Context: an optimization exercise on an open-source flow, tuned for small area and a short achievable clock period. The choices shown serve that exercise and are no tape-out recipe.
Function was checked by simulation only, so behaviour that the tests miss may differ from the original.
Power figures rest on the tool's default switching activity, not on a simulated workload.

==> design.v <==
module framer_o(
    input mclk,  
    input wclk,
    input [23:0] chan1,
    input [23:0] chan2,
    input [23:0] chan3,
    input [23:0] chan4,
    input [23:0] chan5,
    input [23:0] chan6,
    input [23:0] chan7,
    input [23:0] chan8,
    input [3:0] user,
    output reg adat
);
reg [4:0] c;
reg [2:0] h;
reg [2:0] r;
reg plr;
reg [7:0] pn;
wire [7:0] pnd;
wire fs = wclk & ~plr;
wire [23:0] a;    
wire [7:0]  b;    
adat_dec dec (.c(c), .h(h), .r(r), .a(a), .b(b));
wire y0_0;
adat_aoi222 u0_0 (.a0(chan1[0]), .s0(a[0]), .a1(chan1[1]), .s1(a[1]), .a2(chan1[2]), .s2(a[2]), .y(y0_0));
wire y0_1;
adat_aoi222 u0_1 (.a0(chan1[3]), .s0(a[3]), .a1(chan1[4]), .s1(a[4]), .a2(chan1[5]), .s2(a[5]), .y(y0_1));
wire y0_2;
adat_aoi222 u0_2 (.a0(chan1[6]), .s0(a[6]), .a1(chan1[7]), .s1(a[7]), .a2(chan1[8]), .s2(a[8]), .y(y0_2));
wire y0_3;
adat_aoi222 u0_3 (.a0(chan1[9]), .s0(a[9]), .a1(chan1[10]), .s1(a[10]), .a2(chan1[11]), .s2(a[11]), .y(y0_3));
wire y0_4;
adat_aoi222 u0_4 (.a0(chan1[12]), .s0(a[12]), .a1(chan1[13]), .s1(a[13]), .a2(chan1[14]), .s2(a[14]), .y(y0_4));
wire y0_5;
adat_aoi222 u0_5 (.a0(chan1[15]), .s0(a[15]), .a1(chan1[16]), .s1(a[16]), .a2(chan1[17]), .s2(a[17]), .y(y0_5));
wire y0_6;
adat_aoi222 u0_6 (.a0(chan1[18]), .s0(a[18]), .a1(chan1[19]), .s1(a[19]), .a2(chan1[20]), .s2(a[20]), .y(y0_6));
wire y0_7;
adat_aoi222 u0_7 (.a0(chan1[21]), .s0(a[21]), .a1(chan1[22]), .s1(a[22]), .a2(chan1[23]), .s2(a[23]), .y(y0_7));
wire o0_0, o0_1;
adat_nand4 n0_0 (.a({y0_0, y0_1, y0_2, y0_3}), .y(o0_0));
adat_nand4 n0_1 (.a({y0_4, y0_5, y0_6, y0_7}), .y(o0_1));
adat_oai21 f0 (.a({o0_1, o0_0}), .b(b[0]), .y(pnd[0]));
wire y1_0;
adat_aoi222 u1_0 (.a0(chan2[0]), .s0(a[0]), .a1(chan2[1]), .s1(a[1]), .a2(chan2[2]), .s2(a[2]), .y(y1_0));
wire y1_1;
adat_aoi222 u1_1 (.a0(chan2[3]), .s0(a[3]), .a1(chan2[4]), .s1(a[4]), .a2(chan2[5]), .s2(a[5]), .y(y1_1));
wire y1_2;
adat_aoi222 u1_2 (.a0(chan2[6]), .s0(a[6]), .a1(chan2[7]), .s1(a[7]), .a2(chan2[8]), .s2(a[8]), .y(y1_2));
wire y1_3;
adat_aoi222 u1_3 (.a0(chan2[9]), .s0(a[9]), .a1(chan2[10]), .s1(a[10]), .a2(chan2[11]), .s2(a[11]), .y(y1_3));
wire y1_4;
adat_aoi222 u1_4 (.a0(chan2[12]), .s0(a[12]), .a1(chan2[13]), .s1(a[13]), .a2(chan2[14]), .s2(a[14]), .y(y1_4));
wire y1_5;
adat_aoi222 u1_5 (.a0(chan2[15]), .s0(a[15]), .a1(chan2[16]), .s1(a[16]), .a2(chan2[17]), .s2(a[17]), .y(y1_5));
wire y1_6;
adat_aoi222 u1_6 (.a0(chan2[18]), .s0(a[18]), .a1(chan2[19]), .s1(a[19]), .a2(chan2[20]), .s2(a[20]), .y(y1_6));
wire y1_7;
adat_aoi222 u1_7 (.a0(chan2[21]), .s0(a[21]), .a1(chan2[22]), .s1(a[22]), .a2(chan2[23]), .s2(a[23]), .y(y1_7));
wire o1_0, o1_1;
adat_nand4 n1_0 (.a({y1_0, y1_1, y1_2, y1_3}), .y(o1_0));
adat_nand4 n1_1 (.a({y1_4, y1_5, y1_6, y1_7}), .y(o1_1));
adat_oai21 f1 (.a({o1_1, o1_0}), .b(b[1]), .y(pnd[1]));
wire y2_0;
adat_aoi222 u2_0 (.a0(chan3[0]), .s0(a[0]), .a1(chan3[1]), .s1(a[1]), .a2(chan3[2]), .s2(a[2]), .y(y2_0));
wire y2_1;
adat_aoi222 u2_1 (.a0(chan3[3]), .s0(a[3]), .a1(chan3[4]), .s1(a[4]), .a2(chan3[5]), .s2(a[5]), .y(y2_1));
wire y2_2;
adat_aoi222 u2_2 (.a0(chan3[6]), .s0(a[6]), .a1(chan3[7]), .s1(a[7]), .a2(chan3[8]), .s2(a[8]), .y(y2_2));
wire y2_3;
adat_aoi222 u2_3 (.a0(chan3[9]), .s0(a[9]), .a1(chan3[10]), .s1(a[10]), .a2(chan3[11]), .s2(a[11]), .y(y2_3));
wire y2_4;
adat_aoi222 u2_4 (.a0(chan3[12]), .s0(a[12]), .a1(chan3[13]), .s1(a[13]), .a2(chan3[14]), .s2(a[14]), .y(y2_4));
wire y2_5;
adat_aoi222 u2_5 (.a0(chan3[15]), .s0(a[15]), .a1(chan3[16]), .s1(a[16]), .a2(chan3[17]), .s2(a[17]), .y(y2_5));
wire y2_6;
adat_aoi222 u2_6 (.a0(chan3[18]), .s0(a[18]), .a1(chan3[19]), .s1(a[19]), .a2(chan3[20]), .s2(a[20]), .y(y2_6));
wire y2_7;
adat_aoi222 u2_7 (.a0(chan3[21]), .s0(a[21]), .a1(chan3[22]), .s1(a[22]), .a2(chan3[23]), .s2(a[23]), .y(y2_7));
wire o2_0, o2_1;
adat_nand4 n2_0 (.a({y2_0, y2_1, y2_2, y2_3}), .y(o2_0));
adat_nand4 n2_1 (.a({y2_4, y2_5, y2_6, y2_7}), .y(o2_1));
adat_oai21 f2 (.a({o2_1, o2_0}), .b(b[2]), .y(pnd[2]));
wire y3_0;
adat_aoi222 u3_0 (.a0(chan4[0]), .s0(a[0]), .a1(chan4[1]), .s1(a[1]), .a2(chan4[2]), .s2(a[2]), .y(y3_0));
wire y3_1;
adat_aoi222 u3_1 (.a0(chan4[3]), .s0(a[3]), .a1(chan4[4]), .s1(a[4]), .a2(chan4[5]), .s2(a[5]), .y(y3_1));
wire y3_2;
adat_aoi222 u3_2 (.a0(chan4[6]), .s0(a[6]), .a1(chan4[7]), .s1(a[7]), .a2(chan4[8]), .s2(a[8]), .y(y3_2));
wire y3_3;
adat_aoi222 u3_3 (.a0(chan4[9]), .s0(a[9]), .a1(chan4[10]), .s1(a[10]), .a2(chan4[11]), .s2(a[11]), .y(y3_3));
wire y3_4;
adat_aoi222 u3_4 (.a0(chan4[12]), .s0(a[12]), .a1(chan4[13]), .s1(a[13]), .a2(chan4[14]), .s2(a[14]), .y(y3_4));
wire y3_5;
adat_aoi222 u3_5 (.a0(chan4[15]), .s0(a[15]), .a1(chan4[16]), .s1(a[16]), .a2(chan4[17]), .s2(a[17]), .y(y3_5));
wire y3_6;
adat_aoi222 u3_6 (.a0(chan4[18]), .s0(a[18]), .a1(chan4[19]), .s1(a[19]), .a2(chan4[20]), .s2(a[20]), .y(y3_6));
wire y3_7;
adat_aoi222 u3_7 (.a0(chan4[21]), .s0(a[21]), .a1(chan4[22]), .s1(a[22]), .a2(chan4[23]), .s2(a[23]), .y(y3_7));
wire o3_0, o3_1;
adat_nand4 n3_0 (.a({y3_0, y3_1, y3_2, y3_3}), .y(o3_0));
adat_nand4 n3_1 (.a({y3_4, y3_5, y3_6, y3_7}), .y(o3_1));
adat_oai21 f3 (.a({o3_1, o3_0}), .b(b[3]), .y(pnd[3]));
wire y4_0;
adat_aoi222 u4_0 (.a0(chan5[0]), .s0(a[0]), .a1(chan5[1]), .s1(a[1]), .a2(chan5[2]), .s2(a[2]), .y(y4_0));
wire y4_1;
adat_aoi222 u4_1 (.a0(chan5[3]), .s0(a[3]), .a1(chan5[4]), .s1(a[4]), .a2(chan5[5]), .s2(a[5]), .y(y4_1));
wire y4_2;
adat_aoi222 u4_2 (.a0(chan5[6]), .s0(a[6]), .a1(chan5[7]), .s1(a[7]), .a2(chan5[8]), .s2(a[8]), .y(y4_2));
wire y4_3;
adat_aoi222 u4_3 (.a0(chan5[9]), .s0(a[9]), .a1(chan5[10]), .s1(a[10]), .a2(chan5[11]), .s2(a[11]), .y(y4_3));
wire y4_4;
adat_aoi222 u4_4 (.a0(chan5[12]), .s0(a[12]), .a1(chan5[13]), .s1(a[13]), .a2(chan5[14]), .s2(a[14]), .y(y4_4));
wire y4_5;
adat_aoi222 u4_5 (.a0(chan5[15]), .s0(a[15]), .a1(chan5[16]), .s1(a[16]), .a2(chan5[17]), .s2(a[17]), .y(y4_5));
wire y4_6;
adat_aoi222 u4_6 (.a0(chan5[18]), .s0(a[18]), .a1(chan5[19]), .s1(a[19]), .a2(chan5[20]), .s2(a[20]), .y(y4_6));
wire y4_7;
adat_aoi222 u4_7 (.a0(chan5[21]), .s0(a[21]), .a1(chan5[22]), .s1(a[22]), .a2(chan5[23]), .s2(a[23]), .y(y4_7));
wire o4_0, o4_1;
adat_nand4 n4_0 (.a({y4_0, y4_1, y4_2, y4_3}), .y(o4_0));
adat_nand4 n4_1 (.a({y4_4, y4_5, y4_6, y4_7}), .y(o4_1));
adat_oai21 f4 (.a({o4_1, o4_0}), .b(b[4]), .y(pnd[4]));
wire y5_0;
adat_aoi222 u5_0 (.a0(chan6[0]), .s0(a[0]), .a1(chan6[1]), .s1(a[1]), .a2(chan6[2]), .s2(a[2]), .y(y5_0));
wire y5_1;
adat_aoi222 u5_1 (.a0(chan6[3]), .s0(a[3]), .a1(chan6[4]), .s1(a[4]), .a2(chan6[5]), .s2(a[5]), .y(y5_1));
wire y5_2;
adat_aoi222 u5_2 (.a0(chan6[6]), .s0(a[6]), .a1(chan6[7]), .s1(a[7]), .a2(chan6[8]), .s2(a[8]), .y(y5_2));
wire y5_3;
adat_aoi222 u5_3 (.a0(chan6[9]), .s0(a[9]), .a1(chan6[10]), .s1(a[10]), .a2(chan6[11]), .s2(a[11]), .y(y5_3));
wire y5_4;
adat_aoi222 u5_4 (.a0(chan6[12]), .s0(a[12]), .a1(chan6[13]), .s1(a[13]), .a2(chan6[14]), .s2(a[14]), .y(y5_4));
wire y5_5;
adat_aoi222 u5_5 (.a0(chan6[15]), .s0(a[15]), .a1(chan6[16]), .s1(a[16]), .a2(chan6[17]), .s2(a[17]), .y(y5_5));
wire y5_6;
adat_aoi222 u5_6 (.a0(chan6[18]), .s0(a[18]), .a1(chan6[19]), .s1(a[19]), .a2(chan6[20]), .s2(a[20]), .y(y5_6));
wire y5_7;
adat_aoi222 u5_7 (.a0(chan6[21]), .s0(a[21]), .a1(chan6[22]), .s1(a[22]), .a2(chan6[23]), .s2(a[23]), .y(y5_7));
wire o5_0, o5_1;
adat_nand4 n5_0 (.a({y5_0, y5_1, y5_2, y5_3}), .y(o5_0));
adat_nand4 n5_1 (.a({y5_4, y5_5, y5_6, y5_7}), .y(o5_1));
adat_oai21 f5 (.a({o5_1, o5_0}), .b(b[5]), .y(pnd[5]));
wire y6_0;
adat_aoi222 u6_0 (.a0(chan7[0]), .s0(a[0]), .a1(chan7[1]), .s1(a[1]), .a2(chan7[2]), .s2(a[2]), .y(y6_0));
wire y6_1;
adat_aoi222 u6_1 (.a0(chan7[3]), .s0(a[3]), .a1(chan7[4]), .s1(a[4]), .a2(chan7[5]), .s2(a[5]), .y(y6_1));
wire y6_2;
adat_aoi222 u6_2 (.a0(chan7[6]), .s0(a[6]), .a1(chan7[7]), .s1(a[7]), .a2(chan7[8]), .s2(a[8]), .y(y6_2));
wire y6_3;
adat_aoi222 u6_3 (.a0(chan7[9]), .s0(a[9]), .a1(chan7[10]), .s1(a[10]), .a2(chan7[11]), .s2(a[11]), .y(y6_3));
wire y6_4;
adat_aoi222 u6_4 (.a0(chan7[12]), .s0(a[12]), .a1(chan7[13]), .s1(a[13]), .a2(chan7[14]), .s2(a[14]), .y(y6_4));
wire y6_5;
adat_aoi222 u6_5 (.a0(chan7[15]), .s0(a[15]), .a1(chan7[16]), .s1(a[16]), .a2(chan7[17]), .s2(a[17]), .y(y6_5));
wire y6_6;
adat_aoi222 u6_6 (.a0(chan7[18]), .s0(a[18]), .a1(chan7[19]), .s1(a[19]), .a2(chan7[20]), .s2(a[20]), .y(y6_6));
wire y6_7;
adat_aoi222 u6_7 (.a0(chan7[21]), .s0(a[21]), .a1(chan7[22]), .s1(a[22]), .a2(chan7[23]), .s2(a[23]), .y(y6_7));
wire o6_0, o6_1;
adat_nand4 n6_0 (.a({y6_0, y6_1, y6_2, y6_3}), .y(o6_0));
adat_nand4 n6_1 (.a({y6_4, y6_5, y6_6, y6_7}), .y(o6_1));
adat_oai21 f6 (.a({o6_1, o6_0}), .b(b[6]), .y(pnd[6]));
wire y7_0;
adat_aoi222 u7_0 (.a0(chan8[0]), .s0(a[0]), .a1(chan8[1]), .s1(a[1]), .a2(chan8[2]), .s2(a[2]), .y(y7_0));
wire y7_1;
adat_aoi222 u7_1 (.a0(chan8[3]), .s0(a[3]), .a1(chan8[4]), .s1(a[4]), .a2(chan8[5]), .s2(a[5]), .y(y7_1));
wire y7_2;
adat_aoi222 u7_2 (.a0(chan8[6]), .s0(a[6]), .a1(chan8[7]), .s1(a[7]), .a2(chan8[8]), .s2(a[8]), .y(y7_2));
wire y7_3;
adat_aoi222 u7_3 (.a0(chan8[9]), .s0(a[9]), .a1(chan8[10]), .s1(a[10]), .a2(chan8[11]), .s2(a[11]), .y(y7_3));
wire y7_4;
adat_aoi222 u7_4 (.a0(chan8[12]), .s0(a[12]), .a1(chan8[13]), .s1(a[13]), .a2(chan8[14]), .s2(a[14]), .y(y7_4));
wire y7_5;
adat_aoi222 u7_5 (.a0(chan8[15]), .s0(a[15]), .a1(chan8[16]), .s1(a[16]), .a2(chan8[17]), .s2(a[17]), .y(y7_5));
wire y7_6;
adat_aoi222 u7_6 (.a0(chan8[18]), .s0(a[18]), .a1(chan8[19]), .s1(a[19]), .a2(chan8[20]), .s2(a[20]), .y(y7_6));
wire y7_7;
adat_aoi222 u7_7 (.a0(chan8[21]), .s0(a[21]), .a1(chan8[22]), .s1(a[22]), .a2(chan8[23]), .s2(a[23]), .y(y7_7));
wire o7_0, o7_1;
adat_nand4 n7_0 (.a({y7_0, y7_1, y7_2, y7_3}), .y(o7_0));
adat_nand4 n7_1 (.a({y7_4, y7_5, y7_6, y7_7}), .y(o7_1));
adat_oai21 f7 (.a({o7_1, o7_0}), .b(b[7]), .y(pnd[7]));
wire [3:0] us;
wire k;
adat_const cst (.c(c), .h(h), .r(r), .us(us), .k(k));
wire yu, yk, p1, p2, cur;
adat_aoi222 c_u (.a0(user[0]), .s0(us[0]), .a1(user[1]), .s1(us[1]), .a2(user[2]), .s2(us[2]), .y(yu));
adat_aoi21 c_k (.a0(user[3]), .s0(us[3]), .b(k), .y(yk));
adat_and4 c_p1 (.a(pn[3:0]), .y(p1));
adat_and4 c_p2 (.a(pn[7:4]), .y(p2));
adat_nand4 c_b (.a({yu, yk, p1, p2}), .y(cur));
wire [4:0] cn;
wire [2:0] hn, rn;
adat_next nx (.c(c), .h(h), .r(r), .fs(fs), .cn(cn), .hn(hn), .rn(rn));
always @(posedge mclk) begin
    plr <= wclk;
    pn <= pnd;
    c <= cn;
    h <= hn;
    r <= rn;
    adat <= adat ^ cur;
end
endmodule
module adat_dec (
    input [4:0] c,
    input [2:0] h,
    input [2:0] r,
    output [23:0] a,
    output [7:0] b
);
wire [3:0] rsn;
adat_nand2b d_r1 (.an(r[1]), .b(r[0]), .y(rsn[0]));    
adat_nand2b d_r2 (.an(r[2]), .b(r[1]), .y(rsn[1]));    
adat_nand2 d_r3 (.a(r[2]), .b(r[0]), .y(rsn[2]));      
adat_nand2b d_r4 (.an(r[0]), .b(r[2]), .y(rsn[3]));    
wire [5:0] hsn;
adat_or2 d_h0 (.a(h[2]), .b(h[0]), .y(hsn[0]));        
adat_nand2b d_h1 (.an(h[1]), .b(h[0]), .y(hsn[1]));    
adat_nand2b d_h2 (.an(h[2]), .b(h[1]), .y(hsn[2]));    
adat_nand2 d_h3 (.a(h[2]), .b(h[0]), .y(hsn[3]));      
adat_nand2b d_h4 (.an(h[0]), .b(h[1]), .y(hsn[4]));    
adat_nand2b d_h5 (.an(h[1]), .b(h[2]), .y(hsn[5]));    
genvar i;
generate
    for (i = 0; i < 24; i = i + 1) begin : g_a
        adat_nor2 d_a (.a(rsn[i % 4]), .b(hsn[i / 4]), .y(a[i]));
    end
    for (i = 0; i < 8; i = i + 1) begin : g_b
        assign b[i] = (c == i);
    end
endgenerate
endmodule
module adat_const (
    input [4:0] c,
    input [2:0] h,
    input [2:0] r,
    output [3:0] us,
    output k
);
wire r0 = ~r[2] & ~r[0];
wire r1 = r[0] & ~r[1];
wire r2 = r[1] & ~r[2];
wire r3 = r[2] & r[0];
wire r4 = r[2] & ~r[0];
wire h0 = ~h[2] & ~h[0];
wire h2 = h[1] & ~h[2];
wire h3 = h[2] & h[0];
wire c8 = (c == 5'd8);
wire c9up = c[4] | (c[3] & |c[2:0]);
assign k = (r1 & ((c < 5'd8) | (c8 & h0))) | (r2 & c8 & h2);
assign us[0] = r3 & c8 & h2;
assign us[1] = r4 & c8 & h2;
assign us[2] = r0 & c8 & h3;
assign us[3] = c9up | ((c == 5'd0) & r0 & h0) |
               (c8 & h[2] & (~r0 | ~h[0]));
endmodule
module adat_next (
    input [4:0] c,
    input [2:0] h,
    input [2:0] r,
    input fs,
    output [4:0] cn,
    output [2:0] hn,
    output [2:0] rn
);
wire wrap = c[4] & c[0] & ~h[2] & ~h[0] & r[0] & ~r[1];
wire clr = fs | wrap;
wire er = r[2] & ~r[0];
wire eh = er & h[2] & ~h[1];
assign rn = fs ? 3'b001 : wrap ? 3'b000 : {r[1] & r[0], r[0], ~r[2]};
assign hn = clr ? 3'b000 : er ? {h[1], h[0], ~h[2]} : h;
assign cn = clr ? 5'd0 : c + {4'd0, eh};
endmodule
module adat_aoi222 (input a0, s0, a1, s1, a2, s2, output y);
assign y = ~((a0 & s0) | (a1 & s1) | (a2 & s2));
endmodule
module adat_aoi21 (input a0, s0, b, output y);
assign y = ~((a0 & s0) | b);
endmodule
module adat_and4 (input [3:0] a, output y);
assign y = &a;
endmodule
module adat_nand4 (input [3:0] a, output y);
assign y = ~&a;
endmodule
module adat_oai21 (input [1:0] a, input b, output y);
assign y = ~((|a) & b);
endmodule
module adat_nand2 (input a, b, output y);
assign y = ~(a & b);
endmodule
module adat_nand2b (input an, b, output y);
assign y = ~(~an & b);
endmodule
module adat_or2 (input a, b, output y);
assign y = a | b;
endmodule
module adat_nor2 (input a, b, output y);
assign y = ~(a | b);
endmodule
==> flow/run.sh <==
#!/bin/bash
# The standard layout, with plain buf_1 cells as the port buffers
set -euo pipefail
bash standard.sh "BUFFER_PORTS_ARGS=-buffer_cell sky130_fd_sc_hd__buf_1" finish > standard_flow.log 2>&1
==> standard.sh <==
#!/bin/bash
# synth_recipe.tcl (not shown) runs the flow's synth.tcl, then flattens the netlist and writes it again
# the make line also repeats each setting of config.mk as NAME=value (left out here)
make -C /OpenROAD-flow-scripts/flow DESIGN_CONFIG=/design/flow/config.mk WORK_HOME=/design/flow/orfs CLKGATE_MAP_FILE= SYNTH_SCRIPT=/design/flow/synth_recipe.tcl "${@:-finish}"
==> config.mk <==
export PLATFORM = sky130hd
export DESIGN_NAME = framer_o
export DESIGN_NICKNAME = framer_o
export VERILOG_FILES = /design/flow/design.v
export SDC_FILE = /design/flow/constraint.sdc
export NUM_CORES = 4
export LEC_CHECK = 0
export CAP_MARGIN = 20
export CORE_MARGIN = 2
export CORE_UTILIZATION = 40
export PLACE_DENSITY = 0.6
export SETUP_SLACK_MARGIN = 4.25
export SLEW_MARGIN = 20
export SYNTH_HIERARCHICAL = 1
==> constraint.sdc <==
create_clock -name core_clock -period 6.0 [get_ports {mclk}]
set_input_delay 1.2000 -clock core_clock [delete_from_list [all_inputs] [get_ports {mclk}]]
set_output_delay 1.2000 -clock core_clock [all_outputs]
set_load 0.01 [all_outputs]
==> summary.txt, run 1 <==
Finish
  • ANT cells: 0
  • Reg area: 429 µm²
  • Area of the multi-input gates: 0.00143 mm²
  • Finished Cell Area: 0.00275 mm²
  • Final Net Count: 616
  • P&R area growth vs syn: 49.7%
  • Fillers: 422
  • Final core utilization: 62.6%
  • Share of layout cells above drive strength 1: 9.16%

Drt
  • Drt wl/cell: 19.0 µm
  • Wire length on met1: 3.55 mm
  • Metal3 WL: 868 µm
  • Via density: 6.45
  • Uppermost layer routed: met4
  • Via Count: 3012
  • DRT iter0 DRCs: 525
  • Pre-Repair DR Iteration Count: 7
  • WL met2: 4.19 mm
  • Drt drc: 0
  • Routed Antenna Nets: 0
  • Drt total wl: 8.88 mm

Critical path
  • Crit path cell chain: buf_1 -> a222oi_1 -> nand4_1 -> o21ai_1
  • Worst r2r src: h[1]$_DFF_P_
  • Setup CP Type: in2reg
  • Critical-path top delay cell: a222oi_1
  • Critical path required time: 6.20 ns
  • Reg2reg setup slack: 4.12 ns
  • Critical-path maximum fanout: 1
  • Delay of the slowest cell on the worst path: 0.56 ns
  • Critical path data arrival time: 2.15 ns
  • R2R cell count: 5
  • Critical Path Start Type: input pin
  • Setup crit end kind: register
  • RR Endpoint: pn[0]$_DFF_P_

Logic synthesis
  • Yosys top cell by area: a222oi_1
  • Sequential share of the synthesized area: 22.9%
  • Synth warn: 7
  • Synthesized area: 0.00183 mm²
  • Synth top area share: 35.5%
  • Net count of the mapped netlist: 413
  • Synth area leaders: a222oi_1 35%, dfxtp_1 23%, nor2_1 8.4%
  • Seq cells post-synth: 21
  • Post-synthesis average cell area: 8.61 µm²
  • Library cells used by synthesis: 36
  • Cells after Synth: 213

Timing
  • Worst slew pin tran: 0.596 ns
  • FMAX: 511 MHz
  • Slew Viols, Final: 0
  • RSZ-0062 raised after global routing: yes
  • Finish-stage setup viols: 0
  • Tmin final: 1.96 ns
  • Period utilization: 32.6%
  • Setup TNS: 0 ns
  • Final hold violations: 0
  • Rel. slew slack: 60.1%
  • Setup Skew: 0.00411 ns

Min path
  • Min-delay src: adat$_DFF_P_
  • WHS Path Cells: 2
  • Hold Path Sink: adat$_DFF_P_
  • Worst Hold Class: reg2reg

Clock tree
  • TritonCTS clock tree: done
  • CTS Sinks: 21
  • Num CTS Buffers: 3
  • Worst-Skew Late Latency: 0.26 ns
  • CTS H-tree lvls: 1
  • Clock Path Buffers: 2
  • CTS hold repair buffers: 0
  • CTS root buf: clkbuf_8
  • CTS clk-pin slew, worst paths: 0.08 ns

Floorplanning
  • Row count: 24
  • Initial core utilization: 41.8%
  • I/O pin total: 199
  • Die Y: 71.7 µm
  • Die ar.: 0.00514 mm²
  • Die W: 71.7 µm
  • Core region area: 0.00438 mm²

GRT
  • Largest net degree at the start of global routing: 13
  • Total track usage: 32.9%
  • Global-route wire length before repair: 13.3 mm
  • GRT overflow: 0
  • Initial antenna violation count: 0
  • Vias in the first global route: 2727

Power
  • Power per Cell Area: 165 mW/mm²
  • Max IR drop VDD: 85.6 µV
  • Pleak: 0.000862 µW

Outcome
  • Run status: no timing/DRC/antenna violations

Placed design
  • Placed cell area: 0.00263 mm²
  • PortBufs: 198
  • DP Wirelength: 7.25 mm
  • GPL Wtd Cong: 0.970

Flow run
  • MaxCap Viol Count: 0
## report_power, final
group / internal, µW / leakage (µW) / switching (µW)
combinational: 89.5 / 0.000664 / 98.3
clock: 46.3 / 0.0000255 / 47.2
sequential: 154 / 0.000173 / 18.5
total: 289 / 0.000862 / 164
## cells in the final DEF, fill, tap and decap left out, types with 2 or more instances in the layout
cell type and n:
a21oi_1 2, a222oi_1 65, and3b_1 2, and4_1 2, buf_1 197, clkbuf_8 3
dfxtp_1 16, dfxtp_2 4, ha_1 2, inv_1 4, mux2i_1 2, nand2_1 3
nand2b_1 6, nand2b_2 4, nand3_1 3, nand4_1 17, nor2_1 30, nor2_2 11
nor3_2 3, nor3b_1 2, nor3b_2 2, nor4_1 2, o21ai_1 9, or2_1 2
xor2_1 3
## modules after synthesis, one instance, submodules excluded, excerpt
module / flip-flops and latches / area [µm²] / cells inside / times used
framer_o: 21 / 435 / 23 / 1
adat_next: 0 / 211 / 32 / 1
adat_const: 0 / 135 / 18 / 1
adat_dec: 0 / 81.3 / 13 / 1
adat_and4: 0 / 8.76 / 1 / 2
adat_oai21: 0 / 5.00 / 1 / 8
adat_nand2: 0 / 3.75 / 1 / 2
## synth_stat cells
| master | count |
|---|---|
| a222oi_1 | 65 |
| nor2_1 | 41 |
| dfxtp_1 | 21 |
| nand4_1 | 17 |
| nand2b_1 | 10 |
| o21ai_1 | 9 |
| inv_1 | 4 |
| nand2_1 | 3 |
| nand3_1 | 3 |
| nor3_2 | 3 |
| nor3b_1 | 3 |
| xor2_1 | 3 |
| a21oi_1 | 2 |
| and3b_1 | 2 |
| and4_1 | 2 |
| ha_1 | 2 |
| mux2i_1 | 2 |
| nor4_1 | 2 |
| or2_1 | 2 |
| a2111oi_0 | 1 |
| a21o_1 | 1 |
| a21oi_2 | 1 |
| a221o_1 | 1 |
| and2_1 | 1 |
| buf_6 | 1 |
| inv_2 | 1 |
| nand4b_1 | 1 |
| nor2b_1 | 1 |
| nor3b_2 | 1 |
| nor4_2 | 1 |
| nor4b_1 | 1 |
| nor4b_2 | 1 |
| o22a_1 | 1 |
| or3_4 | 1 |
| or3b_4 | 1 |
| xnor2_1 | 1 |
## area by class of cell
cell class	count	share of cell area [%]
well taps	52	2.37
repair buffers	199	27.6
flip-flops and latches	21	15.6
clock buffers	3	1.50
multi-input cells	186	52.0
inverters	5	0.684
clock inverters	1	0.182
## metal layers
metal / track usage [%] / vias up
met3: 4.36 / 25
li1: - / 1395
met5: 0 / -
met1: 43.3 / 1377
met4: 10.9 / 0
met2: 55.6 / 215
## cells by family after synthesis
logic type                 Yosys count  share of synthesized area (%)
AOI/OAI and AO/OA                   81                           40.9
xor gates and xnor gates             4                           1.91
DFF                                 21                           22.9
and+or+nand+nor                     97                           30.2
buffers and inverters                6                           1.64
adders and majority gates            2                           1.36
muxes                                2                           1.09
## state kept, by name (all words and copies together) (netlist names)
| name | flops |
|---|---|
| adat | 1 |
| c | 5 |
| h | 3 |
| plr | 1 |
| pn | 8 |
| r | 3 |
## critical path: cells and delay by family
family | cells | cell delay, ns
AOI/OAI and AO/OA | 2 | 0.70
and+or+nand+nor | 1 | 0.18
buffers and inverters | 1 | 0.07
## timing repair
item,in CTS,in global routing
pin swaps,1,8
setup endpoints to repair,11,19
setup buffers,1,0
gates resized for setup,10,15
## worst max path at each step
stage	from	to	slack [ns]	cells past startpoint
floorplan	user[0]	adat$_DFF_P_	4.12	3
global placement	chan4[6]	pn[3]$_DFF_P_	3.84	4
detailed placement	chan4[6]	pn[3]$_DFF_P_	3.82	4
CTS	adat$_DFF_P_	adat	4.10	1
global route	chan1[6]	pn[0]$_DFF_P_	4.03	4
finish	chan1[6]	pn[0]$_DFF_P_	4.04	4
## metrics by stage
stage          hold WS [ns]  total power (µW)  std cells  setup WS [ns]
2_1_floorplan         0.496               258        213           4.12
5_1_grt               0.537               478        467           4.03
4_1_cts               0.527               447        467           4.10
3_5_place_dp          0.445               339        462           3.82
3_3_place_gp          0.441               338        462           3.84
6_report              0.525               453        467           4.04
==> run 2, diff against run 1 <==
--- a/config.mk
+++ b/config.mk
@@ -8,7 +8,7 @@
 export CAP_MARGIN = 20
 export CORE_MARGIN = 2
 export CORE_UTILIZATION = 40
-export PLACE_DENSITY = 0.6
-export SETUP_SLACK_MARGIN = 4.25
+export PLACE_DENSITY = 0.5
+export SETUP_SLACK_MARGIN = 4.1
 export SLEW_MARGIN = 20
 export SYNTH_HIERARCHICAL = 1
==> run 2 against run 1 <==
Effect of this change:
- area after synthesis unchanged
- critical path type unchanged
- design area decreased by 1.2%
- cell count decreased by 0.21%
- wire length increased by 6.5%
- first-iteration DRC count increased by 18%
- sequential power about the same
- still clean on timing, DRC and antenna
- clock skew increased by 0.00091 ns
==> summary.txt, run 2 <==
Outcome
  • Run status: no timing/DRC/antenna violations

Logic synthesis
  • Top-count cell post-synth: a222oi_1
  • Post-Synth XOR/XNOR Area: 1.91%
  • Asr flop ratio synth: 0%
  • Largest family of logic cells by synthesized area: compound AO/OA/AOI/OAI gates
  • Synth area leaders: a222oi_1 35%, dfxtp_1 23%, nor2_1 8.4%
  • Synth Area in Compound Gates: 40.9%
  • Predominant post-synthesis flop cell: dfxtp_1
  • Synthesized area: 0.00183 mm²
  • Yosys top cell by area: a222oi_1
  • Post-synthesis average cell area: 8.61 µm²
  • Seq cells post-synth: 21
  • Cells after Synth: 213
  • Net count of the mapped netlist: 413
  • Mux contribution to synthesized area: 1.09%
  • Post-Synth Adder-Cell Area: 1.36%
  • Number of synthesized flops with an enable pin: 0
  • Most frequent cells after synthesis: 65 x a222oi_1, 41 x nor2_1, 21 x dfxtp_1
  • Synth top area share: 35.5%
  • Synth warn: 7
  • Library cells used by synthesis: 36
  • Sequential share of the synthesized area: 22.9%
  • Post-Synth Simple-Gate Area: 30.2%

Critical path
  • Critical path required time: 6.20 ns
  • Setup crit end kind: register
  • Critical path data arrival time: 2.13 ns
  • Reg2reg setup slack: 4.09 ns
  • Setup CP Type: in2reg
  • Critical-path maximum fanout: 1
  • Critical Path Start Type: input pin

Drt
  • Drt drc: 0
  • Drt wl/cell: 20.3 µm
  • Via Count: 3120
  • Drt total wl: 9.46 mm
  • Routed Antenna Nets: 0
  • Via density: 6.70
  • Pre-Repair DR Iteration Count: 10
  • DRT iter0 DRCs: 617

Finish
  • ANT cells: 0
  • Register bank with the most flops: pn
  • Share of layout cells above drive strength 1: 7.00%
  • Commonest non-fill, non-tap cell in the layout: buf_1
  • Max reg flops: 8
  • Reg area: 428 µm²
  • Fillers: 418
  • Area of the multi-input gates: 0.00140 mm²
  • Commonest cells after routing, fill and taps aside: 197 x buf_1, 65 x a222oi_1, 34 x nor2_1
  • Top flop regs: pn: 8 flops, c: 5 flops
  • Finished Cell Area: 0.00271 mm²
  • Final Net Count: 615
  • P&R area growth vs syn: 47.9%
  • Final core utilization: 61.9%

Placed design
  • GPL Wtd Cong: 0.933
  • Placed cell area: 0.00263 mm²
  • DP Wirelength: 7.78 mm
  • PortBufs: 198

Clock tree
  • CTS H-tree lvls: 1
  • CTS hold repair buffers: 0
  • CTS root buf: clkbuf_8
  • Clock Path Buffers: 2
  • CTS clk-pin slew, worst paths: 0.08 ns
  • CTS Sinks: 21
  • Worst-Skew Late Latency: 0.26 ns
  • Num CTS Buffers: 3
  • TritonCTS clock tree: done
  • Post-CTS setup buffers: 0

Floorplanning
  • Die W: 71.7 µm
  • Row count: 24
  • Die ar.: 0.00514 mm²
  • Die Y: 71.7 µm
  • Core region area: 0.00438 mm²
  • Initial core utilization: 41.8%
  • I/O pin total: 199

Timing
  • Setup Skew: 0.00502 ns
  • Final hold violations: 0
  • Finish-stage setup viols: 0
  • Period utilization: 32.2%
  • Worst slew pin tran: 0.615 ns
  • Final hold slack: 0.441 ns
  • RSZ-0062 raised after global routing: yes
  • Slew Viols, Final: 0
  • Rel. slew slack: 58.9%
  • Tmin final: 1.93 ns
  • FMAX: 517 MHz
  • Setup TNS: 0 ns

Power
  • PnR Total Power: 453 µW
  • Pleak: 0.000867 µW
  • Max IR drop VDD: 95.6 µV
  • Power per Cell Area: 167 mW/mm²

GRT
  • Global-route wire length before repair: 14.1 mm
  • Total track usage: 34.6%
  • GRT overflow: 0
  • Initial antenna violation count: 0
  • Vias in the first global route: 2840
  • Largest net degree at the start of global routing: 13

Min path
  • Worst Hold Class: reg2reg

Flow run
  • MaxCap Viol Count: 0
run 2: final timing paths:
path | depth (start not counted) | end | startpoint
max | 4 | pn[4]$_DFF_P_ | chan5[12]
min | 1 | adat$_DFF_P_ | adat$_DFF_P_
max reg2reg | 5 | pn[6]$_DFF_P_ | r[2]$_DFF_P_
min reg2reg | 1 | adat$_DFF_P_ | adat$_DFF_P_
run 2: layer usage:
| metal | vias up | wire (µm) | GRT usage, % |
|---|---|---|---|
| met5 | - | 0 | 0 |
| met4 | 0 | 248 | 8.81 |
| met3 | 28 | 1080 | 8.44 |
| met2 | 249 | 4370 | 54.3 |
| met1 | 1455 | 3760 | 47.6 |
| li1 | 1388 | - | - |
run 2: Yosys stat by module (local to each module, per instance), excerpt:
| module | times used | flip-flops and latches | area [µm²] | cells |
|---|---|---|---|---|
| adat_and4 | 2 | 0 | 8.76 | 1 |
| framer_o | 1 | 21 | 435 | 23 |
| adat_next | 1 | 0 | 211 | 32 |
| adat_aoi222 | 65 | 0 | 10.0 | 1 |
| adat_dec | 1 | 0 | 81.3 | 13 |
| adat_const | 1 | 0 | 135 | 18 |
| adat_nand4 | 17 | 0 | 6.26 | 1 |
| adat_nor2 | 24 | 0 | 3.75 | 1 |
| adat_aoi21 | 1 | 0 | 8.76 | 1 |
run 2: area by class of cell:
class	count	share of cell area [%]
Clock inverter	1	0.185
Clock buffer	3	1.52
Multi-Input combinational cell	186	51.8
Tap cell	52	2.40
Timing Repair Buffer	198	27.7
Sequential cell	21	15.8
Inverter	5	0.692
run 2: cell families after synthesis:
kind of cell / count (synthesis)
AND/OR/NAND/NOR: 97
AO/OA/AOI/OAI: 81
flip-flops: 21
buffers and inverters: 6
XOR/XNOR: 4
multiplexers: 2
adder cells (fa/ha/maj): 2
run 2: report_power, final:
part           internal (µW)  total (µW)  leakage [µW]  switching (µW)
clock network           46.3        95.4     0.0000255            49.1
logic                   83.8         184      0.000669             100
registers                154         173      0.000173            19.5
run 2: critical path: stages:
cell      delay (ns)
buf_1           0.07
a222oi_1        0.51
nand4_1         0.20
o21ai_1         0.15
run 2: through the flow:
step / worst slack [ns] / cells
after CTS: 4.07 / 466
final: 4.07 / 466
after global routing: 4.06 / 466
after global placement: 3.77 / 462
after detailed placement: 3.86 / 462
after floorplan: 4.10 / 213
run 2: what timing repair did:
action | 4_1_cts | 5_1_grt
endpoints found under the setup margin | 7 | 10
gates resized for setup | 9 | 7
pin swaps | 0 | 5
==> run 3, diff against run 2 <==
--- a/config.mk
+++ b/config.mk
@@ -8,7 +8,7 @@
 export CAP_MARGIN = 20
 export CORE_MARGIN = 2
 export CORE_UTILIZATION = 40
-export PLACE_DENSITY = 0.5
+export PLACE_DENSITY = 0.75
 export SETUP_SLACK_MARGIN = 4.1
 export SLEW_MARGIN = 20
 export SYNTH_HIERARCHICAL = 1
==> run 3 against run 2 <==
Effect of this change:
- register-to-register slack about the same
- clock-buffer cell count unchanged
- cell count up 0.21%
- largest cell class unchanged
- largest power group unchanged
==> summary.txt, run 3 <==
Outcome
  • Run status: no timing/DRC/antenna violations

Logic synthesis
  • Post-synthesis average cell area: 8.61 µm²
  • Top-count cell post-synth: a222oi_1
  • Most frequent cells after synthesis: 65 x a222oi_1, 41 x nor2_1, 21 x dfxtp_1
  • Yosys top cell by area: a222oi_1
  • Number of synthesized flops with an enable pin: 0
  • Library cells used by synthesis: 36
  • Synth top area share: 35.5%
  • Net count of the mapped netlist: 413
  • Synth area leaders: a222oi_1 35%, dfxtp_1 23%, nor2_1 8.4%
  • Asr flop ratio synth: 0%
  • Synth warn: 7
  • Post-Synth Simple-Gate Area: 30.2%
  • Seq cells post-synth: 21
  • Synth Area in Compound Gates: 40.9%
  • Synthesized area: 0.00183 mm²
  • Post-Synth Adder-Cell Area: 1.36%
  • Sequential share of the synthesized area: 22.9%
  • Mux contribution to synthesized area: 1.09%
  • Cells after Synth: 213
  • Predominant post-synthesis flop cell: dfxtp_1
  • Post-Synth XOR/XNOR Area: 1.91%
  • Largest family of logic cells by synthesized area: compound AO/OA/AOI/OAI gates

Drt
  • DRT iter0 DRCs: 701
  • Via density: 6.73
  • Via Count: 3143
  • Drt drc: 0
  • Drt wl/cell: 20.2 µm
  • Routed Antenna Nets: 0
  • Drt total wl: 9.45 mm
  • Pre-Repair DR Iteration Count: 10

Clock tree
  • Worst-Skew Late Latency: 0.27 ns
  • TritonCTS clock tree: done
  • CTS clk-pin slew, worst paths: 0.08 ns
  • Clock Path Buffers: 2
  • CTS hold repair buffers: 0
  • CTS Sinks: 21
  • Num CTS Buffers: 3
  • CTS H-tree lvls: 1
  • CTS root buf: clkbuf_8

Flow run
  • MaxCap Viol Count: 0

Placed design
  • PortBufs: 198
  • DP Wirelength: 7.60 mm
  • GPL Wtd Cong: 0.942

Finish
  • Top flop regs: pn: 8 flops, c: 5 flops
  • Register bank with the most flops: pn
  • Final core utilization: 62.4%
  • Max reg flops: 8
  • Commonest non-fill, non-tap cell in the layout: buf_1
  • Final Net Count: 616
  • Commonest cells after routing, fill and taps aside: 197 x buf_1, 65 x a222oi_1, 30 x nor2_1
  • Share of layout cells above drive strength 1: 8.43%
  • Fillers: 428
  • ANT cells: 0
  • P&R area growth vs syn: 49.0%

Floorplanning
  • Die ar.: 0.00514 mm²
  • Die W: 71.7 µm
  • Die Y: 71.7 µm
  • I/O pin total: 199
  • Row count: 24
  • Initial core utilization: 41.8%
  • Core region area: 0.00438 mm²

Critical path
  • Top delay family on crit path: compound AO/OA/AOI/OAI gates
  • Critical Path Start Type: input pin
  • Critical path data arrival time: 2.18 ns
  • Delay of the slowest cell on the worst path: 0.60 ns
  • Critical path required time: 6.20 ns
  • Crit path cell chain: buf_1 -> a222oi_1 -> nand4_1 -> o21ai_1
  • Worst path bufs/invs: 1
  • Setup CP Type: in2reg
  • Setup crit end kind: register
  • Critical-path top delay cell: a222oi_1
  • Critical-path maximum fanout: 1

Timing
  • RSZ-0062 raised after global routing: yes
  • Setup Skew: 0.00183 ns
  • Tmin final: 1.98 ns
  • Rel. slew slack: 57.0%
  • Period utilization: 32.9%
  • FMAX: 506 MHz
  • Finish-stage setup viols: 0
  • Final hold violations: 0
  • Slew Viols, Final: 0
  • Setup TNS: 0 ns
  • Worst slew pin tran: 0.645 ns

Power
  • Sw Ratio: 37.0%
  • Max IR drop VDD: 78.8 µV
  • Pleak: 0.000871 µW
  • Net Sw Power: 169 µW
  • Seq pwr share: 37.6%
  • Power per Cell Area: 167 mW/mm²
  • Clock power share: 20.7%
  • Comb pwr share: 41.6%
  • Internal power: 288 µW

GRT
  • GRT overflow: 0
  • Global-route wire length before repair: 13.9 mm
  • Vias in the first global route: 2874
  • Total track usage: 35.0%
  • Largest net degree at the start of global routing: 13
  • Initial antenna violation count: 0

Min path
  • Worst Hold Class: reg2reg
-- run 3: cell counts after synthesis --
Identical to the previous run, type by type.
-- run 3: final cells by class --
cell class                      count  area, µm²  area share, %
Clock inverter                      1       5.00          0.183
Clock buffer                        3       41.3           1.51
Sequential cell                    21        427           15.6
Multi-Input combinational cell    186       1420           51.9
Inverter                            5       18.8          0.686
Timing Repair Buffer              199        758           27.7
Tap cell                           52       65.1           2.38
-- run 3: what timing repair did --
action	4_1_cts	5_1_grt
gates resized for setup	6	15
buffers inserted	1	0
endpoints found under the setup margin	9	9
pin swaps	1	10
-- run 3: worst paths after layout --
kind / from / endpoint / slack [ns] / cells after the start
worst max-delay path: chan1[15] / pn[0]$_DFF_P_ / 4.02 / 4
worst min-delay path: adat$_DFF_P_ / adat$_DFF_P_ / 0.53 / 2
worst max register to register: r[2]$_DFF_P_ / pn[0]$_DFF_P_ / 4.09 / 5
worst min register to register: adat$_DFF_P_ / adat$_DFF_P_ / 0.53 / 2
-- run 3: Yosys stat by module, one instance, submodules excluded, a selection --
module	flops+latches	cell area [µm²]
adat_and4	0	8.76
adat_aoi222	0	10.0
adat_const	0	135
adat_dec	0	81.3
adat_nand2	0	3.75
adat_nand2b	0	6.26
adat_nand4	0	6.26
adat_nor2	0	3.75
adat_oai21	0	5.00
adat_or2	0	6.26
framer_o	21	435
-- run 3: logic make-up after synthesis --
group / count (synthesis)
compound gates: 81
buf+inv: 6
simple gates: 97
xor+xnor: 4
fa+ha+maj: 2
mux: 2
flops: 21
-- run 3: power by group through the flow --
stage	combinational [µW]	sequential [µW]	clock (µW)
after floorplan	88.6	169	0
after detailed placement	170	173	0
final	190	172	94.9
after CTS	182	171	95.2
after global routing	205	174	100
after global placement	168	172	0
-- run 3: worst reg2reg max path, stage by stage, from the launching register on --
cell and delay (ns):
dfxtp_2 0.46, nand2b_2 0.27, nor2_1 0.19, a222oi_1 0.64, nand4_1 0.15, o21ai_1 0.15
-- run 3: per-stage QoR --
step | setup slack, ns | area [µm²] | std cells | hold slack [ns] | total power, µW
2_1_floorplan | 4.10 | 1830 | 213 | 0.496 | 258
3_3_place_gp | 3.80 | 2630 | 462 | 0.445 | 341
3_5_place_dp | 3.84 | 2630 | 462 | 0.449 | 343
4_1_cts | 4.09 | 2700 | 467 | 0.529 | 447
5_1_grt | 4.01 | 2730 | 467 | 0.548 | 479
6_report | 4.02 | 2730 | 467 | 0.527 | 458
-- run 3: layer usage --
layer	part of all wire, %	track usage [%]	vias up
met5	0	0	-
met4	3.0	12.6	0
met3	14	6.61	44
met2	45	57.1	286
met1	38	46.0	1420
li1	-	-	1393
==> run 4, diff against run 3 <==
==> config.mk (replaced) <==
export PLATFORM = sky130hd
export DESIGN_NAME = framer_o
export DESIGN_NICKNAME = framer_o
export VERILOG_FILES = /design/flow/design.v
export SDC_FILE = /design/flow/constraint.sdc
export NUM_CORES = 4
export LEC_CHECK = 0
export CAP_MARGIN = 0
export CORE_MARGIN = 2
export CORE_UTILIZATION = 40
export PLACE_DENSITY = 0.6
export SETUP_SLACK_MARGIN = 4.1
export SLEW_MARGIN = 0
export SYNTH_HIERARCHICAL = 1
==> run 4 against run 3 <==
Effect of this change:
- still clean
- combinational power barely moved
- non-clock buffer count did not move
- worst hold slack improved by 0.0017 ns
- sequential cell count did not move
- register-to-register slack barely moved
- cell count did not move
- clock-buffer cell count did not move
- sequential share of layout area barely moved
- fmax rose by 0.42%
- area after synthesis did not move
- largest power group unchanged
==> summary.txt, run 4 <==
Outcome
  • Run status: no timing/DRC/antenna violations

Critical path
  • Critical path required time: 6.19 ns
  • Critical Path Start Type: input pin
  • Critical-path top delay cell: a222oi_1
  • Crit path cell chain: buf_1 -> a222oi_1 -> nand4_1 -> o21ai_1
  • Critical path data arrival time: 2.16 ns
  • Critical-path maximum fanout: 1
  • Worst r2r src: r[2]$_DFF_P_
  • Setup crit end kind: register
  • Critical path origin: chan6[9]
  • Top delay family on crit path: compound AO/OA/AOI/OAI gates
  • Worst path bufs/invs: 1
  • Delay of the slowest cell on the worst path: 0.55 ns
  • Setup CP Type: in2reg

Finish
  • Fillers: 444
  • Final Non-Filler Cells: 467
  • P&R area growth vs syn: 48.8%
  • Share of layout cells above drive strength 1: 7.95%
  • Final core utilization: 62.2%
  • Top flop regs: pn: 8 flops, c: 5 flops
  • Commonest non-fill, non-tap cell in the layout: buf_1
  • Commonest cells after routing, fill and taps aside: 197 x buf_1, 65 x a222oi_1, 32 x nor2_1
  • ANT cells: 0
  • Max reg flops: 8
  • Finished Cell Area: 0.00273 mm²
  • Register bank with the most flops: pn
  • Final Net Count: 616

Timing
  • Final hold violations: 0
  • FMAX: 508 MHz
  • Final hold slack: 0.529 ns
  • Rel. slew slack: 57.8%
  • Period utilization: 32.8%
  • RSZ-0062 raised after global routing: yes
  • Setup TNS: 0 ns
  • Finish-stage setup viols: 0
  • Setup Skew: 0.000436 ns
  • Worst slew pin tran: 0.631 ns
  • Slew Viols, Final: 0
  • Tmin final: 1.97 ns

Logic synthesis
  • Mux contribution to synthesized area: 1.09%
  • Cells after Synth: 213
  • Synth warn: 7
  • Predominant post-synthesis flop cell: dfxtp_1
  • Asr flop ratio synth: 0%
  • Seq cells post-synth: 21
  • Post-Synth Simple-Gate Area: 30.2%
  • Sequential share of the synthesized area: 22.9%
  • Synth top area share: 35.5%
  • Net count of the mapped netlist: 413
  • Library cells used by synthesis: 36
  • Post-Synth XOR/XNOR Area: 1.91%
  • Synth area leaders: a222oi_1 35%, dfxtp_1 23%, nor2_1 8.4%
  • Synth Area in Compound Gates: 40.9%
  • Post-Synth Adder-Cell Area: 1.36%
  • Post-synthesis average cell area: 8.61 µm²
  • Top-count cell post-synth: a222oi_1
  • Most frequent cells after synthesis: 65 x a222oi_1, 41 x nor2_1, 21 x dfxtp_1
  • Number of synthesized flops with an enable pin: 0
  • Yosys top cell by area: a222oi_1
  • Largest family of logic cells by synthesized area: compound AO/OA/AOI/OAI gates
  • Synthesized area: 0.00183 mm²

Placed design
  • DP Cell Count: 462
  • Placed cell area: 0.00263 mm²
  • GPL Wtd Cong: 0.900
  • DP Wirelength: 7.49 mm
  • PortBufs: 198

Flow run
  • MaxCap Viol Count: 0

Floorplanning
  • Die W: 71.7 µm
  • I/O pin total: 199
  • Row count: 24
  • Die ar.: 0.00514 mm²
  • Core region area: 0.00438 mm²
  • Initial core utilization: 41.8%
  • Die Y: 71.7 µm

Drt
  • Drt wl/cell: 19.8 µm
  • DRT iter0 DRCs: 522
  • Via Count: 3046
  • Pre-Repair DR Iteration Count: 9
  • Drt total wl: 9.26 mm
  • Routed Antenna Nets: 0
  • Via density: 6.52
  • Drt drc: 0

GRT
  • GRT overflow: 0
  • Global-route wire length before repair: 14.0 mm
  • Vias in the first global route: 2904
  • Total track usage: 34.4%
  • Largest net degree at the start of global routing: 13
  • Initial antenna violation count: 0

Clock tree
  • CTS Sinks: 21
  • TritonCTS clock tree: done
  • Clock Path Buffers: 2
  • CTS clk-pin slew, worst paths: 0.08 ns
  • Num CTS Buffers: 3
  • CTS root buf: clkbuf_8
  • Worst-Skew Late Latency: 0.25 ns
  • CTS H-tree lvls: 1

Power
  • Max IR drop VDD: 97.5 µV
  • Pleak: 0.000872 µW
  • Power per Cell Area: 165 mW/mm²

Min path
  • Min-delay src: adat$_DFF_P_
  • Worst Hold Class: reg2reg
## run 4: cell counts after synthesis
Identical to the previous run, type by type.
## run 4: stage by stage
step                      power (µW)  worst slack [ns]
final                            451              4.03
after global routing             476              4.03
after CTS                        444              4.09
after detailed placement         341              3.80
after global placement           339              3.81
after floorplan                  258              4.10
## run 4: timing repair
action                     4_1_cts  5_1_grt
resized for setup                8       11
buffers inserted                 1        0
setup endpoints to repair        9        9
pin swaps                        2        3
hold buffers                     0        0
## run 4: worst min-delay path, stage by stage, from the launching register on
cell     delay, ns
dfxtp_2       0.34
buf_4         0.11
xor2_1        0.05
## run 4: final timing paths
| path | endpoint | slack (ns) | cells past startpoint |
|---|---|---|---|
| max | pn[5]$_DFF_P_ | 4.03 | 4 |
| min | adat$_DFF_P_ | 0.53 | 2 |
| max reg2reg | pn[5]$_DFF_P_ | 4.08 | 5 |
| min reg2reg | adat$_DFF_P_ | 0.53 | 2 |
## run 4: power breakdown
group / switching, µW / internal [µW]
combinational: 99.3 / 88.3
sequential: 19.3 / 154
clock: 44.9 / 46.2
total: 163 / 288
## run 4: layout make-up
type                            count  area (µm²)  share of cell area [%]
Clock buffer                        3        41.3                    1.51
Tap cell                           52        65.1                    2.38
Inverter                            5        18.8                   0.688
Timing Repair Buffer              199         758                    27.8
Sequential cell                    21         427                    15.6
Clock inverter                      1        5.00                   0.183
Multi-Input combinational cell    186        1410                    51.8
## run 4: cells by family (layout without fill, tap and decap cells)
family                     after synthesis  count (layout)
DFF                                     21              21
buffers and inverters                    6             208
and+or+nand+nor                         97              97
muxes                                    2               2
xor gates and xnor gates                 4               4
adders and majority gates                2               2
AOI/OAI and AO/OA                       81              81
## run 4: per-module statistics from Yosys, one instance, submodules excluded, excerpt
module | flops+latches | area [µm²] | copies in the design | cells
adat_nand2b | 0 | 6.26 | 7 | 1
adat_aoi21 | 0 | 8.76 | 1 | 1
adat_nor2 | 0 | 3.75 | 24 | 1
framer_o | 21 | 435 | 1 | 23
adat_oai21 | 0 | 5.00 | 8 | 1
adat_nand4 | 0 | 6.26 | 17 | 1
adat_nand2 | 0 | 3.75 | 2 | 1
adat_aoi222 | 0 | 10.0 | 65 | 1
adat_dec | 0 | 81.3 | 1 | 13
## run 4: layer usage
layer  track usage (%)  wire length [µm]  up-vias
met5                 0                 0        -
met3              4.64              1030        8
met2              60.6              4480      203
met1              45.1              3640     1442
li1                  -                 -     1393
met4              6.50               114        0
==> run 5, diff against run 4 <==
--- a/config.mk
+++ b/config.mk
@@ -5,10 +5,10 @@
 export SDC_FILE = /design/flow/constraint.sdc
 export NUM_CORES = 4
 export LEC_CHECK = 0
-export CAP_MARGIN = 0
+export CAP_MARGIN = 20
 export CORE_MARGIN = 2
 export CORE_UTILIZATION = 40
 export PLACE_DENSITY = 0.6
 export SETUP_SLACK_MARGIN = 4.1
-export SLEW_MARGIN = 0
+export SLEW_MARGIN = 20
 export SYNTH_HIERARCHICAL = 1
==> run 5 against run 4 <==
Effect of this change:
- critical path depth stayed put
- sequential cell count stayed put
- die area stayed put
- design area stayed put
- clock skew stayed put
- highest routed layer unchanged
==> summary.txt, run 5 <==
Critical path
  • Setup CP Type: in2reg
  • Critical Path Start Type: input pin
  • Critical path data arrival time: 2.16 ns
  • Reg2reg setup slack: 4.08 ns
  • Critical-path top delay cell: a222oi_1
  • Critical-path maximum fanout: 1
  • Delay of the slowest cell on the worst path: 0.55 ns
  • Crit path cell chain: buf_1 -> a222oi_1 -> nand4_1 -> o21ai_1
  • Critical path required time: 6.19 ns
  • Setup crit end kind: register

GRT
  • Global-route wire length before repair: 14.0 mm
  • GRT overflow: 0
  • Initial antenna violation count: 0
  • Largest net degree at the start of global routing: 13
  • Vias in the first global route: 2904
  • Total track usage: 34.4%

Timing
  • Final hold violations: 0
  • Setup Skew: 0.000436 ns
  • RSZ-0062 raised after global routing: yes
  • Worst slew pin tran: 0.631 ns
  • Setup TNS: 0 ns
  • Tmin final: 1.97 ns
  • FMAX: 508 MHz
  • Slew Viols, Final: 0
  • Finish-stage setup viols: 0
  • Rel. slew slack: 57.8%
  • Period utilization: 32.8%

Logic synthesis
  • Cells after Synth: 213
  • Post-synthesis average cell area: 8.61 µm²
  • Sequential share of the synthesized area: 22.9%
  • Synthesized area: 0.00183 mm²
  • Asr flop ratio synth: 0%
  • Net count of the mapped netlist: 413
  • Top-count cell post-synth: a222oi_1
  • Synth area leaders: a222oi_1 35%, dfxtp_1 23%, nor2_1 8.4%
  • Yosys top cell by area: a222oi_1
  • Most frequent cells after synthesis: 65 x a222oi_1, 41 x nor2_1, 21 x dfxtp_1
  • Synth top area share: 35.5%
  • Seq cells post-synth: 21
  • Predominant post-synthesis flop cell: dfxtp_1
  • Library cells used by synthesis: 36
  • Synth warn: 7
  • Number of synthesized flops with an enable pin: 0

Finish
  • Top flop regs: pn: 8 flops, c: 5 flops
  • Share of layout cells above drive strength 1: 7.95%
  • Register bank with the most flops: pn
  • Final Net Count: 616
  • Max reg flops: 8
  • P&R area growth vs syn: 48.8%
  • Commonest non-fill, non-tap cell in the layout: buf_1
  • ANT cells: 0
  • Finished Cell Area: 0.00273 mm²
  • Commonest cells after routing, fill and taps aside: 197 x buf_1, 65 x a222oi_1, 32 x nor2_1

Floorplanning
  • Die ar.: 0.00514 mm²
  • Core region area: 0.00438 mm²
  • Die W: 71.7 µm
  • Row count: 24
  • Initial core utilization: 41.8%
  • I/O pin total: 199
  • Die Y: 71.7 µm

Placed design
  • PortBufs: 198
  • GPL Wtd Cong: 0.900
  • DP Wirelength: 7.49 mm
  • Placed cell area: 0.00263 mm²

Clock tree
  • CTS root buf: clkbuf_8
  • Worst-Skew Late Latency: 0.25 ns
  • Num CTS Buffers: 3
  • CTS clk-pin slew, worst paths: 0.08 ns
  • CTS Sinks: 21
  • CTS H-tree lvls: 1
  • TritonCTS clock tree: done
  • Clock Path Buffers: 2

Drt
  • DRT iter0 DRCs: 522
  • Drt drc: 0
  • Drt total wl: 9.26 mm
  • Via Count: 3046
  • Pre-Repair DR Iteration Count: 9
  • Routed Antenna Nets: 0
  • Drt wl/cell: 19.8 µm
  • Via density: 6.52

Power
  • Internal power: 288 µW
  • Net Sw Power: 163 µW
  • Clock power share: 20.2%
  • Max IR drop VDD: 97.5 µV
  • Power per Cell Area: 165 mW/mm²
  • Seq pwr share: 38.3%
  • Pleak: 0.000872 µW
  • Comb pwr share: 41.6%
  • Sw Ratio: 36.2%

Min path
  • Worst Hold Class: reg2reg

Flow run
  • MaxCap Viol Count: 0

Outcome
  • Run status: no timing/DRC/antenna violations
[run 5: worst paths after layout]
path,start,cells after the start,endpoint
setup / recovery,chan6[9],4,pn[5]$_DFF_P_
hold / removal,adat$_DFF_P_,2,adat$_DFF_P_
setup reg to reg,r[2]$_DFF_P_,5,pn[5]$_DFF_P_
hold reg to reg,adat$_DFF_P_,2,adat$_DFF_P_
[run 5: cell families after synthesis]
| kind of cell | synth area share, % |
|---|---|
| AND/OR/NAND/NOR | 30.2 |
| AO/OA/AOI/OAI | 40.9 |
| flip-flops | 22.9 |
| buffers and inverters | 1.64 |
| XOR/XNOR | 1.91 |
| multiplexers | 1.09 |
| adder cells (fa/ha/maj) | 1.36 |
[run 5: power by group through the flow]
stage | registers (µW) | logic, µW | clock network [µW]
after floorplan | 169 | 88.6 | 0
after global placement | 172 | 167 | 0
after detailed placement | 173 | 169 | 0
after CTS | 171 | 181 | 92.6
after global routing | 174 | 204 | 98.2
final | 173 | 188 | 91.0
[run 5: layout make-up]
| class | count | area, µm² |
|---|---|---|
| repair buffers | 199 | 758 |
| inverters | 5 | 18.8 |
| multi-input cells | 186 | 1410 |
| clock inverters | 1 | 5.00 |
| well taps | 52 | 65.1 |
| flip-flops and latches | 21 | 427 |
| clock buffers | 3 | 41.3 |
| fillers | 444 | 1660 |
[run 5: per-module statistics from Yosys, one instance, submodules excluded, excerpt]
| module | cells | area (µm²) |
|---|---|---|
| adat_aoi222 | 1 | 10.0 |
| adat_next | 32 | 211 |
| adat_and4 | 1 | 8.76 |
| adat_dec | 13 | 81.3 |
| adat_nand2 | 1 | 3.75 |
| adat_oai21 | 1 | 5.00 |
| adat_nand2b | 1 | 6.26 |
| adat_nor2 | 1 | 3.75 |
| adat_const | 18 | 135 |
| framer_o | 23 | 435 |
[run 5: what timing repair did]
item / CTS / global route
pin swaps: 2 / 3
setup buffers: 1 / 0
hold buffers: 0 / 0
endpoints found under the setup margin: 9 / 9
gates resized for setup: 8 / 11
[run 5: critical path: cells and delay by family]
family / cells / cell delay [ns]
AND/OR/NAND/NOR: 1 / 0.19
buffers and inverters: 1 / 0.07
AO/OA/AOI/OAI: 2 / 0.70
[run 5: layer usage]
layer,vias to the layer above,GRT usage [%],wire (µm)
met4,0,6.50,114
met3,8,4.64,1030
li1,1393,-,-
met5,-,0,0
met2,203,60.6,4480
met1,1442,45.1,3640
[run 5: per-stage QoR]
stage	std cells	power, µW	hold slack, ns	setup slack, ns	util [%]
finish	467	451	0.529	4.03	62.2
global route	467	476	0.537	4.03	62.2
CTS	467	444	0.527	4.09	61.7
detailed placement	462	341	0.454	3.80	60.0
global placement	462	339	0.445	3.81	60.0
floorplan	213	258	0.496	4.10	-
==> run 6, diff against run 5 <==
--- a/config.mk
+++ b/config.mk
@@ -7,8 +7,8 @@
 export LEC_CHECK = 0
 export CAP_MARGIN = 20
 export CORE_MARGIN = 2
-export CORE_UTILIZATION = 40
-export PLACE_DENSITY = 0.6
+export CORE_UTILIZATION = 44
+export PLACE_DENSITY = 0.65
 export SETUP_SLACK_MARGIN = 4.1
 export SLEW_MARGIN = 20
 export SYNTH_HIERARCHICAL = 1
==> run 6 against run 5 <==
Effect of this change:
- via count about the same
- critical path depth unchanged
- synthesized cell count stayed put
- clock-buffer cell count unchanged
- fmax fell by 5.8%
- worst hold slack got worse by 0.0046 ns
- largest power group unchanged
==> summary.txt, run 6 <==
Placed design
  • Pre-CTS setup slack: 3.78 ns
  • PortBufs: 198
  • DP Wirelength: 7.42 mm
  • GPL Wtd Cong: 0.946
  • Placed cell area: 0.00263 mm²

Finish
  • Share of layout cells above drive strength 1: 6.99%
  • Fillers: 375
  • Top flop regs: pn: 8 flops, c: 5 flops
  • P&R area growth vs syn: 48.1%
  • Area of the multi-input gates: 0.00140 mm²
  • Reg area: 427 µm²
  • ANT cells: 0
  • Final Net Count: 616
  • Max reg flops: 8
  • Finished Cell Area: 0.00272 mm²
  • Register bank with the most flops: pn
  • Commonest non-fill, non-tap cell in the layout: buf_1
  • Commonest cells after routing, fill and taps aside: 197 x buf_1, 65 x a222oi_1, 35 x nor2_1

Timing
  • Worst slew pin tran: 0.640 ns
  • Setup TNS: 0 ns
  • Rel. slew slack: 57.2%
  • Setup Skew: 0.00495 ns
  • Final WS setup: 3.91 ns
  • Final hold violations: 0
  • RSZ-0062 raised after global routing: yes
  • Tmin final: 2.09 ns
  • Finish-stage setup viols: 0
  • Slew Viols, Final: 0
  • FMAX: 479 MHz
  • Period utilization: 34.8%

Logic synthesis
  • Number of synthesized flops with an enable pin: 0
  • Synth top area share: 35.5%
  • Net count of the mapped netlist: 413
  • Top-count cell post-synth: a222oi_1
  • Post-synthesis average cell area: 8.61 µm²
  • Synth warn: 7
  • Most frequent cells after synthesis: 65 x a222oi_1, 41 x nor2_1, 21 x dfxtp_1
  • Yosys top cell by area: a222oi_1
  • Asr flop ratio synth: 0%
  • Cells after Synth: 213
  • Library cells used by synthesis: 36
  • Sequential share of the synthesized area: 22.9%
  • Synthesized area: 0.00183 mm²
  • Predominant post-synthesis flop cell: dfxtp_1
  • Seq cells post-synth: 21
  • Synth area leaders: a222oi_1 35%, dfxtp_1 23%, nor2_1 8.4%

Power
  • Pleak: 0.000873 µW
  • Clock power share: 21.1%
  • Sw Ratio: 36.5%
  • Power per Cell Area: 167 mW/mm²
  • Internal power: 287 µW
  • PnR Total Power: 452 µW
  • Max IR drop VDD: 94.4 µV
  • Net Sw Power: 165 µW
  • Comb pwr share: 40.8%
  • Seq pwr share: 38.1%

Floorplanning
  • Die W: 68.6 µm
  • Initial core utilization: 45.9%
  • I/O pin total: 199
  • Die ar.: 0.00470 mm²
  • Die Y: 68.6 µm
  • Core region area: 0.00400 mm²
  • Row count: 23

Clock tree
  • CTS H-tree lvls: 1
  • TritonCTS clock tree: done
  • CTS Sinks: 21
  • CTS clk-pin slew, worst paths: 0.08 ns
  • CTS hold repair buffers: 0
  • Num CTS Buffers: 3
  • Clock Path Buffers: 2
  • CTS root buf: clkbuf_8
  • Worst-Skew Late Latency: 0.26 ns

Drt
  • Drt wl/cell: 19.8 µm
  • Drt total wl: 9.20 mm
  • Pre-Repair DR Iteration Count: 10
  • Via density: 6.55
  • Via Count: 3044
  • Routed Antenna Nets: 0
  • Drt drc: 0
  • DRT iter0 DRCs: 563

Critical path
  • Critical path data arrival time: 2.28 ns
  • Critical path required time: 6.20 ns
  • Critical-path maximum fanout: 1
  • Critical Path Start Type: input pin
  • Setup crit end kind: register
  • Setup CP Type: in2reg
  • R2R cell count: 5

GRT
  • GRT overflow: 0
  • Total track usage: 36.5%
  • Vias in the first global route: 2746
  • Largest net degree at the start of global routing: 13
  • Initial antenna violation count: 0
  • Global-route wire length before repair: 12.8 mm

Flow run
  • MaxCap Viol Count: 0

Outcome
  • Run status: no timing/DRC/antenna violations

Min path
  • Worst Hold Class: reg2reg
  • WHS Path Cells: 2
run 6: cell counts after synthesis:
Identical to the previous run, type by type.
run 6: per-layer routing:
| layer | GRT usage [%] | routed length [µm] | vias to the layer above |
|---|---|---|---|
| li1 | - | - | 1390 |
| met1 | 43.4 | 3530 | 1397 |
| met2 | 63.7 | 4480 | 229 |
| met3 | 6.33 | 922 | 28 |
| met4 | 16.3 | 269 | 0 |
| met5 | 0 | 0 | - |
run 6: power by group through the flow:
stage               clock network (µW)  registers (µW)  logic, µW
floorplan                            0             169       88.6
global placement                     0             172        165
detailed placement                   0             172        166
CTS                               94.1             171        178
global route                      98.8             175        200
finish                            95.3             172        185
run 6: cells by family (layout without fill, tap and decap cells):
| logic type | after synthesis | count (layout) | share of synthesized area (%) |
|---|---|---|---|
| DFF | 21 | 21 | 22.9 |
| adders and majority gates | 2 | 2 | 1.36 |
| muxes | 2 | 2 | 1.09 |
| xor gates and xnor gates | 4 | 4 | 1.91 |
| buffers and inverters | 6 | 208 | 1.64 |
| and+or+nand+nor | 97 | 97 | 30.2 |
| AOI/OAI and AO/OA | 81 | 81 | 40.9 |
run 6: layout make-up:
type | count | share of cell area, %
Clock buffer | 3 | 1.52
Multi-Input combinational cell | 186 | 51.7
Clock inverter | 1 | 0.184
Timing Repair Buffer | 199 | 27.9
Sequential cell | 21 | 15.7
Inverter | 5 | 0.691
Tap cell | 50 | 2.30
run 6: worst paths after layout:
path,startpoint,endpoint,slack [ns]
setup / recovery,chan6[15],pn[5]$_DFF_P_,3.91
hold / removal,adat$_DFF_P_,adat$_DFF_P_,0.52
setup reg to reg,r[2]$_DFF_P_,pn[5]$_DFF_P_,3.94
hold reg to reg,adat$_DFF_P_,adat$_DFF_P_,0.52
run 6: through the flow:
step,hold WS (ns),instances,utilization (%)
3_5_place_dp,0.441,460,65.7
3_3_place_gp,0.441,460,65.7
5_1_grt,0.561,465,67.9
6_report,0.524,465,67.9
4_1_cts,0.526,465,67.4
2_1_floorplan,0.496,213,-
run 6: repair_timing:
item,4_1_cts,5_1_grt
setup buffers,1,0
setup endpoints to repair,8,9
pin swaps,5,5
resized for setup,7,8
run 6: modules after synthesis (local to each module, per instance), excerpt:
module,flops+latches,cells
adat_or2,0,1
adat_nor2,0,1
adat_nand2b,0,1
adat_aoi222,0,1
adat_const,0,18
adat_next,0,32
adat_and4,0,1
adat_oai21,0,1
adat_nand2,0,1
run 6: critical path, cell delays in order:
cell,delay (ns)
buf_1,0.08
a222oi_1,0.60
nand4_1,0.24
o21ai_1,0.16

separate check: timing with driven ports:
The results above use ideal ports. As a check the final layouts listed here were re-extracted and re-timed, cells and wires unchanged. Step 1 sets driving cells, clkbuf_16 on the clock port and buf_2 on the other inputs (assumed; they add their load-dependent delay and slew). Step 2 moves the port delays by t, midway between the first and last clock arrival at a register: inputs arrive t later, outputs are due t later. That takes back most of the time a late clock gives input paths. a / b / c = ideal / step 1 / step 2; a / b = the first two.
run	t (ns)	setup slack, ns	hold WS [ns]	worst setup path at the end	cell pins on the clock port's net
run 1	0.287	4.045 / 4.050 / 3.763	0.525 / 0.525 / 0.525	input to register	1
run 2	0.287	4.067 / 4.062 / 3.786	0.441 / 0.441 / 0.441	input to register	1
run 3	0.293	4.024 / 4.031 / 3.738	0.527 / 0.527 / 0.527	input to register	1
run 4	0.277	4.033 / 4.036 / 3.759	0.529 / 0.529 / 0.529	input to register	1
run 5	0.277	4.033 / 4.036 / 3.759	0.529 / 0.529 / 0.529	input to register	1
run 6	0.284	3.912 / 3.915 / 3.631	0.524 / 0.524 / 0.524	input to register	1
After both steps setup and hold are still met in every run listed. For run 3, which loses most, drivers alone change the setup slack by +0.007 ns; drivers and shift together by -0.286 ns.
